This design comes from an exercise in tuning for small area on the open sky130 flow, not from production work.
Only simulation tests tie the RTL to the original design; equivalence was not proved.
Power and IR drop assume default switching activity.

Design float_multiply, start of the top module:
module float_multiply (clk, reset, IN1, IN2, OUT);
input clk, reset;
input [31:0] IN1, IN2;
output [31:0] OUT;
reg [31:0] X1;
reg [31:0] X2;
reg [2:0]  stage;
reg [28:0] acc;     
reg [0:0]  cf;      
wire changed;
neq64 u_cmp (.a({IN2, IN1}), .b({X2, X1}), .y(changed));
wire st0 = (stage == 3'd0);
wire st7 = (stage == 3'd7);
wire [22:0] fa_m;
ao22x23 u_fam (.a(IN1[22:0]), .sa(st0), .b(X1[22:0]), .sb(~st0), .y(fa_m));
reg [4:0] win;
always @(*) begin
    case (stage)
        3'd0: win = {IN2[1:0], 3'b000};
        3'd1: win = X2[5:1];
        3'd2: win = X2[9:5];
        3'd3: win = X2[13:9];
        3'd4: win = X2[17:13];
        3'd5: win = X2[21:17];
        default: win = {3'b001, X2[22:21]};
    endcase
end
wire one0 = win[0] ^ win[1];
wire two0 = (win[2] & ~win[1] & ~win[0]) | (~win[2] & win[1] & win[0]);
wire neg0 = win[2] & ~(win[1] & win[0]);
wire one1 = win[2] ^ win[3];
  ...
==> flow/config.mk <==
export PLATFORM = sky130hd
export DESIGN_NAME = float_multiply
export DESIGN_NICKNAME = float_multiply
export VERILOG_FILES = /design/flow/design.v
export SDC_FILE = /design/flow/constraint.sdc
export NUM_CORES = 4
export LEC_CHECK = 0
export CAP_MARGIN = 20
export CORE_MARGIN = 2
export CORE_UTILIZATION = 70
export CTS_BUF_LIST = sky130_fd_sc_hd__clkbuf_8
export SLEW_MARGIN = 20
export SYNTH_HIERARCHICAL = 1
==> flow/constraint.sdc <==
create_clock -name core_clock -period 10.0 [get_ports {clk}]
set_input_delay 2.0000 -clock core_clock [delete_from_list [all_inputs] [get_ports {clk}]]
set_output_delay 2.0000 -clock core_clock [all_outputs]
set_load 0.01 [all_outputs]
standard.sh (not shown) runs the stock make flow with config.mk's settings and CLKGATE_MAP_FILE= SYNTH_SCRIPT=/design/flow/synth_recipe.tcl, a recipe that flattens the netlist after the stock synthesis.
==> flow/flow/run.sh <==
#!/bin/bash
# Standard layout, with the port buffers made from the smallest buffer cell
# and no dummy loads added to the clock tree.
set -euo pipefail
bash standard.sh \
  BUFFER_PORTS_ARGS="-buffer_cell sky130_fd_sc_hd__buf_1" \
  CTS_ARGS="-sink_clustering_enable -repair_clock_nets -buf_list sky130_fd_sc_hd__clkbuf_8 -dont_use_dummy_load" \
  finish > flow.log 2>&1
Then changed:
- CORE_UTILIZATION: 70 -> 50
The changed run ran to the end with no violations.
Clock power climbs by a few percent.
Design area climbs slightly.
Combinational power barely changes.

========
float_multiply again, from the RTL that the note above started with.
// float_multiply
module float_multiply (clk, reset, IN1, IN2, OUT);
input clk, reset;
input [31:0] IN1, IN2;
output [31:0] OUT;
reg [31:0] X1;
reg [31:0] X2;
reg [2:0]  stage;
reg [28:0] acc;     
reg [0:0]  cf;      
wire changed;
neq64 u_cmp (.a({IN2, IN1}), .b({X2, X1}), .y(changed));
wire st0 = (stage == 3'd0);
wire st7 = (stage == 3'd7);
wire [22:0] fa_m;
ao22x23 u_fam (.a(IN1[22:0]), .sa(st0), .b(X1[22:0]), .sb(~st0), .y(fa_m));
reg [4:0] win;
always @(*) begin
    case (stage)
        3'd0: win = {IN2[1:0], 3'b000};
        3'd1: win = X2[5:1];
        3'd2: win = X2[9:5];
        3'd3: win = X2[13:9];
        3'd4: win = X2[17:13];
        3'd5: win = X2[21:17];
        default: win = {3'b001, X2[22:21]};
    endcase
end
wire one0 = win[0] ^ win[1];
wire two0 = (win[2] & ~win[1] & ~win[0]) | (~win[2] & win[1] & win[0]);
wire neg0 = win[2] & ~(win[1] & win[0]);
wire one1 = win[2] ^ win[3];
wire two1 = (win[4] & ~win[3] & ~win[2]) | (~win[4] & win[3] & win[2]);
wire neg1 = win[4] & ~(win[3] & win[2]);
wire [23:0] m0 = {1'b1, X1[22:0]};
wire [23:0] m1 = {1'b1, fa_m};
wire [24:0] pp0, pp1;
brow u_row0 (.one(one0), .two(two0), .neg(neg0), .m(X1[22:0]), .pp(pp0));
brow u_row1 (.one(one1), .two(two1), .neg(neg1), .m(fa_m), .pp(pp1));
wire [24:0] A = acc[28:4];
wire [0:0] cfg = cf;
wire nA24 = ~A[24];
wire nneg0 = ~neg0;
wire nneg1 = ~neg1;
wire npp1_24 = ~pp1[24];
wire fs0;
wire fc0;
wire fs1;
wire fc1;
wire fs2;
wire fc2;
wire fs3;
wire fc3;
wire fs4;
wire fc4;
wire fs5;
wire fc5;
wire fs6;
wire fc6;
wire fs7;
wire fc7;
wire fs8;
wire fc8;
wire fs9;
wire fc9;
wire fs10;
wire fc10;
wire fs11;
wire fc11;
wire fs12;
wire fc12;
wire fs13;
  ...
Settings: LEC_CHECK=0, CAP_MARGIN=20, CORE_MARGIN=2, CORE_UTILIZATION=50, CTS_BUF_LIST=sky130_fd_sc_hd__clkbuf_8, SLEW_MARGIN=20, SYNTH_HIERARCHICAL=1; clock period 10.0 ns.
==> flow/flow/run.sh <==
#!/bin/bash
set -euo pipefail
bash standard.sh \
  BUFFER_PORTS_ARGS="-buffer_cell sky130_fd_sc_hd__buf_1" \
  CTS_ARGS="-sink_clustering_enable -repair_clock_nets -buf_list sky130_fd_sc_hd__clkbuf_16 -sink_clustering_size 35 -sink_buffer_max_cap_derate 1.0 -dont_use_dummy_load" \
  finish > flow.log 2>&1
Rerun with:
==> flow/flow/run.sh (replaced) <==
#!/bin/bash
# Standard layout, with the port buffers made from the smallest buffer cell
# and no dummy loads added to the clock tree.
set -euo pipefail
bash standard.sh \
  BUFFER_PORTS_ARGS="-buffer_cell sky130_fd_sc_hd__buf_1" \
  CTS_ARGS="-sink_clustering_enable -repair_clock_nets -buf_list sky130_fd_sc_hd__clkbuf_8 -dont_use_dummy_load" \
  finish > flow.log 2>&1
--- a/flow/config.mk
+++ b/flow/config.mk
@@ -7,7 +7,7 @@
 export LEC_CHECK = 0
-export CAP_MARGIN = 20
+export CAP_MARGIN = 5
 export CORE_MARGIN = 2
-export CORE_UTILIZATION = 50
+export CORE_UTILIZATION = 60
 export CTS_BUF_LIST = sky130_fd_sc_hd__clkbuf_8
-export SLEW_MARGIN = 20
+export SLEW_MARGIN = 5
 export SYNTH_HIERARCHICAL = 1
Worst setup slack gains 0.0098 ns.
Cell count goes down by 4.3%.
Power decreases by 3.8%.
First-iteration DRC count decreases by 2.3%.
Routed wire length shrinks by 3.7%.

## afterwards: timing with drivers on the ports
The results above use ideal ports. As a check the final layouts listed here were re-extracted and re-timed, cells and wires unchanged.
Step 1 assumes that a clkbuf_16 drives the clock port and a buf_2 every other input.
Step 2, shift: input delay + t, output delay - t, t = (earliest + latest rising clock arrival at the registers) / 2. This alone moves slack from input paths to output paths.
Slacks: no drivers / after step 1 / after step 2; pairs: no drivers / after step 1.
run | shift t [ns] | setup WS [ns] | hold slack, ns | worst setup path after step 2 | worst slew at a driven data input, ns
the first run of note 1 | 0.397 | 0.265 / 0.281 / -0.115 | 0.484 / 0.484 / 0.484 | input to register | 0.05
the second run of note 1 | 0.406 | 0.441 / 0.441 / 0.253 | 0.483 / 0.483 / 0.483 | input to register | 0.06
the first run of note 2 | 0.389 | 0.411 / 0.411 / 0.210 | 0.477 / 0.477 / 0.477 | input to register | 0.06
the second run of note 2 | 0.394 | 0.421 / 0.438 / 0.044 | 0.493 / 0.493 / 0.493 | input to register | 0.06
Met with ideal ports but missed after step 2: setup timing in the first run of note 1. For the first run of note 1, which loses most, drivers alone change the setup slack by +0.016 ns; drivers and shift together by -0.380 ns.
